Source: an optimization exercise on an open RTL-to-GDS flow (aim: small area). Production flows keep margins and buffers that such runs may drop. Function not checked in this run: the RTL went through the layout flow alone. The clock port is modelled as an ideal driver; clocking choices that lean on that would not hold on a real chip. Power and IR drop assume default switching activity.

### flow/design.v
module top (
    input   clk,
    input   rst_n,
    output  SRCLK,
    output  RCLK,
    output  SER
);
    reg [4:0]  p;
    reg [5:0]  q;
    reg        first;
    reg [3:0]  r0, r1, r2, r3;
    reg        c;
    reg        ser_r;
    wire jump = q[5] & q[4] & q[2] & q[1] & q[0]   
              & p[3] & ~p[2] & ~p[1] & p[0];
    wire wrap = (p[4] & p[0]) | jump;              
    always @(posedge clk) begin
        if (~rst_n) begin
            p     <= 5'd1;
            q     <= 6'd22;
            first <= 1'b1;
        end else begin
            p     <= wrap ? 5'd0 : p + 5'd1;
            if (wrap) q <= jump ? 6'd0 : q + 6'd1;
            if (jump) first <= 1'b0;
        end
    end
    wire [1:0] ph  = {p[1] ^ q[0], p[0]};          
    wire       h9  = (r0[0] & ~r0[1] & r0[2]);    
    wire [3:0] nxt;                               
    assign nxt[0] = (r0[0] & r0[2]) | (~r0[1] & r0[3]) | (r0[0] & r0[1]);
    assign nxt[1] = (~r0[1]);
    assign nxt[2] = (~r0[1] & r0[2]) | (~r0[0] & ~r0[3]) | (r0[2] & r0[3]);
    assign nxt[3] = (r0[0] & ~r0[1] & ~r0[2] & ~r0[3]) | (r0[1] & r0[2] & ~r0[3]) | (~r0[0] & r0[2]);
    wire [3:0] inc = first ? 4'd7 : (c ? nxt : r0);
    wire       segbit = (~q[0] & ~q[1] & ~q[2]) | (q[0] & q[1] & ~q[2] & ~r0[1]) | (~q[1] & ~q[2] & r0[0] & r0[1] & r0[2] & ~r0[3]) | (~q[2] & ~r0[1] & r0[3]) | (q[0] & q[1] & ~r0[2] & r0[3]) | (~q[0] & ~q[1] & ~r0[2] & r0[3]) | (~q[0] & ~q[2] & r0[0] & ~r0[2]) | (~q[0] & q[1] & q[2] & ~r0[0] & ~r0[3]) | (~q[0] & ~q[1] & ~r0[0] & r0[3]) | (q[0] & ~q[1] & q[2] & r0[0] & r0[1] & ~r0[2]);
    always @(posedge clk) begin
        r0 <= r1;
        r1 <= r2;
        r2 <= r3;
        r3 <= inc;
        c  <= jump | (c & h9 & (ph != 2'd3));
    end
    always @(posedge clk)
        if (ph == q[4:3]) ser_r <= segbit;
    assign SER   = ser_r;
    assign SRCLK = ~first & ~q[5] & ~p[4] & p[3];
    assign RCLK  = ~first & (q == 6'd32) & ~p[4] & (p[3] ^ (p[2] & p[1] & p[0]));
endmodule
### flow/flow/run.sh
#!/bin/bash
# Own layout flow: the standard ORFS flow (standard.sh) with three changes:
#  - synthesis maps logic with an area-oriented ABC script and without the
#    adder extraction step (registers and their names are unchanged);
#  - port buffers use the smallest buffer cell;
#  - the clock tree is one clkbuf_16 that drives every register (pre_cts.tcl).
# Runs in the standard flow's work folder; each tool's output is kept in orfs/logs and
# the make output in flow_make.log.
set -euo pipefail
W=$(pwd)
bash standard.sh \
  SYNTH_SCRIPT="$W/flow/synth.tcl" \
  MY_ABC_SCRIPT="$W/flow/area.abc" \
  ADDER_MAP_FILE= \
  BUFFER_PORTS_ARGS="-buffer_cell sky130_fd_sc_hd__buf_1" \
  PRE_CTS_TCL="$W/flow/pre_cts.tcl" \
  finish 2>&1 | tee "$W/flow_make.log"
### flow/flow/area.abc
strash
&get -n
&fraig -x
&put
scorr
dc2
dretime
strash
&get -n
&dch -f
&nf
&put
### flow/flow/pre_cts.tcl
# Clock tree: a single clkbuf_16, placed at the centroid of the registers,
# drives every register; clock_tree_synthesis then finds no net to buffer.
set block [ord::get_db_block]
set sx 0.0; set sy 0.0; set n 0
foreach inst [$block getInsts] {
  if {![string match "*__*df*" [[$inst getMaster] getName]]} continue
  set bb [$inst getBBox]
  set sx [expr {$sx + ([$bb xMin] + [$bb xMax]) / 2.0}]
  set sy [expr {$sy + ([$bb yMin] + [$bb yMax]) / 2.0}]
  incr n
}
set dbu [[ord::get_db_tech] getDbUnitsPerMicron]
set cx [expr {$sx / $n / $dbu}]
set cy [expr {$sy / $n / $dbu}]
set clk_port [lindex [get_property [lindex [all_clocks] 0] sources] 0]
set clk_net [get_nets -of_objects $clk_port]
puts "pre_cts: clkbuf_16 for [get_full_name $clk_net] at $cx $cy ($n registers)"
insert_buffer -net $clk_net -buffer_cell sky130_fd_sc_hd__clkbuf_16 \
  -location [list $cx $cy] -buffer_name clkbuf_root -net_name clknet_root
### flow/flow/synth.tcl
# The standard flow's synthesis script (synth_recipe.tcl) with ABC's mapping script
# replaced by flow/area.abc
proc abc {args} {
  set i [lsearch -exact $args -script]
  if {$i >= 0} {
    set args [lreplace $args $i [expr {$i + 1}] -script $::env(MY_ABC_SCRIPT)]
  }
  yosys abc {*}$args
}
source [file join [file dirname [info script]] .. synth_recipe.tcl]
### flow/standard.sh
#!/bin/bash
# synth_recipe.tcl (not shown) runs the flow's synth.tcl, then flattens the netlist and writes it again
# the make line also repeats each setting of config.mk as NAME=value (left out here)
make -C /OpenROAD-flow-scripts/flow DESIGN_CONFIG=/design/flow/config.mk WORK_HOME=/design/flow/orfs CLKGATE_MAP_FILE= SYNTH_SCRIPT=/design/flow/synth_recipe.tcl "${@:-finish}"
### flow/config.mk
export PLATFORM = sky130hd
export DESIGN_NAME = top
export DESIGN_NICKNAME = top
export VERILOG_FILES = /design/flow/design.v
export SDC_FILE = /design/flow/constraint.sdc
export NUM_CORES = 4
export LEC_CHECK = 0
export CAP_MARGIN = 20
export CORE_MARGIN = 2
export CORE_UTILIZATION = 40
export SLEW_MARGIN = 20
### flow/constraint.sdc
create_clock -name core_clock -period 10.0 [get_ports {clk}]
set_input_delay 2.0000 -clock core_clock [delete_from_list [all_inputs] [get_ports {clk}]]
set_output_delay 2.0000 -clock core_clock [all_outputs]
set_load 0.01 [all_outputs]
==> run notes <==
==> cell usage after synthesis (all sizes together), types with 3 or more instances <==
cell    instances  area [µm²]
dfxtp          29         581
nor2           13        48.8
nand2          12        45.0
o21ai           8        40.0
a21oi           7        35.0
nand3           4        20.0
xor2            4        35.0
clkinv          3        11.3
o31ai           3        22.5
xnor2           3        26.3
==> metrics by stage <==
step	hold WS, ns	util, %
floorplan	0.310	-
global placement	0.310	45.1
detailed placement	0.313	45.1
==> cells by family after synthesis <==
family / synth area share [%]
and+or+nand+nor: 17.5
buffers and inverters: 1.04
AOI/OAI and AO/OA: 19.5
DFF: 56.3
xor gates and xnor gates: 5.65
==> worst min-delay path by stage <==
stage	end	slack, ns	cells past startpoint
after floorplan	r0[0]	0.31	0
after global placement	r1[1]	0.31	0
after detailed placement	r0[2]	0.31	0
==> power groups by stage <==
stage,sequential [mW],clock (mW),combinational (mW)
after detailed placement,0.126,0,0.00540
after global placement,0.126,0,0.00539
after floorplan,0.126,0,0.00414
==> flow_metrics.tcl <==
set metrics [dict create \
    die_w_um 56.1 \
    placement.cell_area_um2 1140 \
    fp.dieH_um 56.1 \
    post-place-ws_ns 6.86 \
    netlist_area_um2 1080 \
    ys_seq_area_share_pct 56.3 \
    ys_types 30 \
    stop_error "[ERROR STA-2204] get_property NULL is not an object." \
    start_util_pct 43.0 \
    yosys_warnings 1 \
    synth_fp_nets 114 \
    status "stopped before the end" \
    dpl.hpwl_mm 1.35 \
    portBuffers 4 \
    synth-edff-count 1 \
    place_congestion 0.796 \
    synth_top_flop_cell "dfxtp_1" \
    rows 18 \
    haltStage "4_1_cts" \
    synthArstFlopShare_pct 0 \
    synthCells 112 \
    dp.cells 146 \
    io-pin-count 5 \
    yosys_register_bits 30 \
    syn_avg_cell_area_um2 9.69 \
]
